This is an optimization exercise on Yosys and OpenROAD, whose aim is small area, not a production implementation.
Function was checked by simulation only, so behaviour that the tests miss may differ from the original.
Power figures rest on the tool's default switching activity, not on a simulated workload.

## timer_group3_final
module timer_group3_final
(
input wire sys_clk,
input wire set_time_increase,
input wire set_time_decrease,
input wire start,
input wire pause,
input wire reset,
output wire [6:0] min1_led,
output wire [6:0] min0_led,
output wire [6:0] sec1_led,
output wire [6:0] sec0_led,
output wire blink_led
);
Size: about 35 I/O pins.
==> module led_7_segment, before the edit <==
module led_7_segment(
    input [3:0] b,
    output [6:0] led
);
    assign led[0] = (b[3] & ~b[0]);
    assign led[1] = (~b[2] & ~b[0]) | (b[2] & b[1] & b[0]);
    assign led[2] = (b[3] & ~b[2]);
    assign led[3] = ~((~b[3]) | (b[1] & b[0]));
    assign led[4] = (b[2]);
    assign led[5] = ~((~b[2] & ~b[1]) | (~b[3] & b[0]) | (b[2] & b[1]));
    assign led[6] = (b[3] & ~b[1]) | (~b[2] & ~b[1] & b[0]);
endmodule
==> module timer_group3_final, before the edit <==
module timer_group3_final
(
input wire sys_clk,
input wire set_time_increase,
input wire set_time_decrease,
input wire start,
input wire pause,
input wire reset,
output wire [6:0] min1_led,
output wire [6:0] min0_led,
output wire [6:0] sec1_led,
output wire [6:0] sec0_led,
output wire blink_led
);
function [3:0] decA(input [3:0] x);
    decA = {(~x[3] & ~x[0]) | (x[1] & x[0]),
        (x[1]) | (~x[2]),
        ~((x[1] & ~x[0]) | (x[3] & ~x[1]) | (~x[2] & x[0])),
        (~x[1] & ~x[0]) | (~x[3])};
endfunction
function [3:0] decB(input [3:0] x);
    decB = {(~x[3]),
        (x[3] & x[2]) | (~x[2] & x[0]) | (x[1] & x[0]),
        ~((x[2] & x[1]) | (~x[0])),
        (~x[1])};
endfunction
function [3:0] incB(input [3:0] x);
    incB = {(~x[3]),
        (x[3] & ~x[2]) | (x[2] & ~x[1]),
        (~x[0]),
        (x[2] & ~x[0]) | (x[1])};
endfunction
function [2:0] decC(input [2:0] x);
    decC = {(x[1]),
        (x[0]),
        (~x[2])};
endfunction
function [2:0] decD(input [2:0] x);
    decD = {(~x[2] & ~x[1]),
        (x[2]),
        (~x[0])};
endfunction
function [2:0] incD(input [2:0] x);
    incD = {(x[1]),
        (~x[2] & ~x[1]),
        (~x[0])};
endfunction
function zA(input [3:0] x);
    zA = (~x[2] & ~x[1] & x[0]);
endfunction
function oneA(input [3:0] x);
    oneA = (x[3] & ~x[1] & ~x[0]);
endfunction
function zB(input [3:0] x);
    zB = (~x[3] & x[1] & x[0]);
endfunction
function nineB(input [3:0] x);
    nineB = (x[3] & x[2] & ~x[1]);
endfunction
function zC(input [2:0] x);
    zC = (x[2] & x[0]);
endfunction
function zD(input [2:0] x);
    zD = (x[1] & x[0]);
endfunction
reg [5:0] dv;
wire dv_fb = (dv[0] & ~dv[3] & ~dv[4] & ~dv[5]) | (~dv[0] & dv[3] & ~dv[4] & ~dv[5]) | (dv[0] & dv[3] & ~dv[4] & ~dv[5]) | (~dv[0] & ~dv[3] & ~dv[4] & dv[5]) | (~dv[0] & ~dv[3] & dv[4] & dv[5]) | (dv[0] & ~dv[3] & dv[4] & dv[5]) | (~dv[0] & dv[3] & dv[4] & dv[5]) | (dv[0] & dv[3] & dv[4] & dv[5]);
wire tick = ~dv[0] & dv[1] & dv[2] & ~dv[3] & dv[4];
always @(posedge sys_clk or posedge reset)
    if (reset) dv <= 6'd20;
    else dv <= {dv[4:0], dv_fb};
reg [2:0] m1;
reg [3:0] m0;
reg a, b, led;
reg T;
reg [2:0] d3, d1;
reg [3:0] d2, d0;
wire btn  = ~set_time_increase | ~set_time_decrease;
wire go   = start & ~pause;
wire idle = ~T & ~b;
wire [2:0] s3 = idle ? m1 : d3;
wire [3:0] s2 = idle ? m0 : d2;
wire [2:0] s1 = idle ? 3'd7 : d1;
wire [3:0] s0 = idle ? 4'd1 : d0;
wire z0 = zA(s0);
wire z1 = zC(s1);
wire z2 = zB(s2);
wire at_one = zD(s3) & z2 & z1 & oneA(s0);
wire preset_nz = ~zD(m1) | ~zB(m0);
always @(posedge sys_clk or posedge reset)
    if (reset) begin
        m1 <= 3'd3;
        m0 <= 4'd7;
        T <= 1'b0;
        a <= 1'b1;
        b <= 1'b0;
        led <= 1'b0;
    end else if (tick) begin
        led <= T & ~led;
        if (!T) begin
            if (!start) begin
                a <= btn;
                b <= b & ~btn;
                if (!set_time_increase) begin
                    m0 <= incB(m0);
                    if (nineB(m0)) m1 <= incD(m1);
                end else if (!set_time_decrease && preset_nz) begin
                    m0 <= decB(m0);    
                    if (zB(m0)) m1 <= decD(m1);
                end
            end else if (b) begin
                if (at_one) begin
                    T <= 1'b1;
                    a <= pause;
                    b <= 1'b0;
                end
            end else if (!a && preset_nz)
                b <= 1'b1;
        end else begin
            a <= ~go & ~b;
            b <= b | (go & ~a);
        end
    end
always @(posedge sys_clk)
    if (tick) begin
        if (!T) begin
            if (idle || go) begin
                d0 <= decA(s0);
                if (z0) d1 <= decC(s1);
                if (z0 & z1) d2 <= decB(s2);
                d3 <= (z0 & z1 & z2) ? decD(s3) : s3;
            end
        end else if (go)
            d0 <= a ? decA(d0) : 4'd1;
    end
led_7_segment_d leg1_min (.b(s3), .led(min1_led));
led_7_segment_b leg0_min (.b(s2), .led(min0_led));
led_7_segment_c leg1_sec (.b(s1), .led(sec1_led));
led_7_segment   leg0_sec (.b(s0), .led(sec0_led));
assign blink_led = led;
endmodule
Settings: LEC_CHECK=0, ABC_AREA=1, CAP_MARGIN=20, CORE_MARGIN=2, CORE_UTILIZATION=40, CTS_BUF_LIST=sky130_fd_sc_hd__clkbuf_4, CTS_CLUSTER_SIZE=40, SLEW_MARGIN=20; clock period 10.0 ns.
standard.sh (not shown) runs the stock make flow with config.mk's settings and CLKGATE_MAP_FILE= SYNTH_SCRIPT=/design/flow/synth_recipe.tcl, a recipe that flattens the netlist after the stock synthesis.
==> flow/flow/run.sh <==
#!/bin/bash
set -o pipefail
export PRE_FLOORPLAN_TCL="$PWD/flow/downsize.tcl"
export BUFFER_PORTS_ARGS="-buffer_cell sky130_fd_sc_hd__buf_1"
export CTS_ARGS="-sink_clustering_enable -repair_clock_nets -dont_use_dummy_load -sink_clustering_size 40 -buf_list sky130_fd_sc_hd__clkbuf_4"
bash standard.sh > standard.log 2>&1
==> flow/flow/downsize.tcl <==
# Swap every combinational cell that synthesis gave more than the smallest
# drive strength for the smallest variant of the same cell; slack is large,
# and the later repair steps upsize again wherever slew or capacitance need it.
set db [ord::get_db]
set block [ord::get_db_block]
set n 0
foreach inst [$block getInsts] {
  set name [[$inst getMaster] getName]
  if {![regexp {^sky130_fd_sc_hd__([a-z0-9]+)_([0-9]+)$} $name -> base drv]} { continue }
  if {[regexp {^(df|edf|sdf|sed|dl|clk|conb|tap|fill|decap|lpflow)} $base]} { continue }
  foreach d {0 1 2 4} {
    if {$d >= $drv} { break }
    set nm [$db findMaster "sky130_fd_sc_hd__${base}_$d"]
    if {$nm != "NULL"} {
      $inst swapMaster $nm
      incr n
      break
    }
  }
}
puts "downsize.tcl: swapped $n cells to a smaller drive strength"
Next try:
--- a/flow/design.v
+++ b/flow/design.v
@@ -2,13 +2,13 @@
     input [3:0] b,
     output [6:0] led
 );
     assign led[0] = (b[3] & ~b[0]);
-    assign led[1] = (~b[2] & ~b[0]) | (b[2] & b[1] & b[0]);
-    assign led[2] = (b[3] & ~b[2]);
+    assign led[1] = (b[3] & b[1] & b[0]);
+    assign led[2] = (~b[2] & ~b[0]);
     assign led[3] = ~((~b[3]) | (b[1] & b[0]));
     assign led[4] = (b[2]);
-    assign led[5] = ~((~b[2] & ~b[1]) | (~b[3] & b[0]) | (b[2] & b[1]));
+    assign led[5] = ~((b[1]) | (~b[3] & b[0]));
     assign led[6] = (b[3] & ~b[1]) | (~b[2] & ~b[1] & b[0]);
 endmodule
 module led_7_segment_b(
     input [3:0] b,
@@ -60,12 +60,12 @@
 output wire [6:0] sec0_led,
 output wire blink_led
 );
 function [3:0] decA(input [3:0] x);
-    decA = {(~x[3] & ~x[0]) | (x[1] & x[0]),
+    decA = {~((x[2] & ~x[0]) | (~x[3] & ~x[1] & x[0])),
         (x[1]) | (~x[2]),
-        ~((x[1] & ~x[0]) | (x[3] & ~x[1]) | (~x[2] & x[0])),
-        (~x[1] & ~x[0]) | (~x[3])};
+        ~((~x[0]) | (~x[3] & ~x[2])),
+        ~((~x[3] & ~x[0]) | (x[2] & x[1]))};
 endfunction
 function [3:0] decB(input [3:0] x);
     decB = {(~x[3]),
         (x[3] & x[2]) | (~x[2] & x[0]) | (x[1] & x[0]),
Effect: The new run ran to the end with no violations. Cell area is higher by 0.73%. Critical path depth rose by 2. First-iteration DRC count goes down by 46%. Die area climbs by 0.36%. Combinational power fell by about 4%.

-- port drivers added, routing unchanged --
In the flow no input, the clock included, has a driving cell. The finished layouts below were timed again as built, in two steps.
Step 1 assumes that a clkbuf_16 drives the clock port and a buf_2 every other input.
Step 2 moves the port delays by t, midway between the first and last clock arrival at a register: inputs arrive t later, outputs are due t later. That takes back most of the time a late clock gives input paths.
a / b / c = ideal / step 1 / step 2; a / b = the first two.
| run | shift t [ns] | setup WS [ns] | slew at the worst register clock pin (ns) |
|---|---|---|---|
| the first run | 0.337 | 5.684 / 5.661 / 5.998 | 0.10 / 0.10 |
| the second run | 0.341 | 5.855 / 5.833 / 6.166 | 0.09 / 0.09 |
After both steps setup and hold are still met in every run listed.
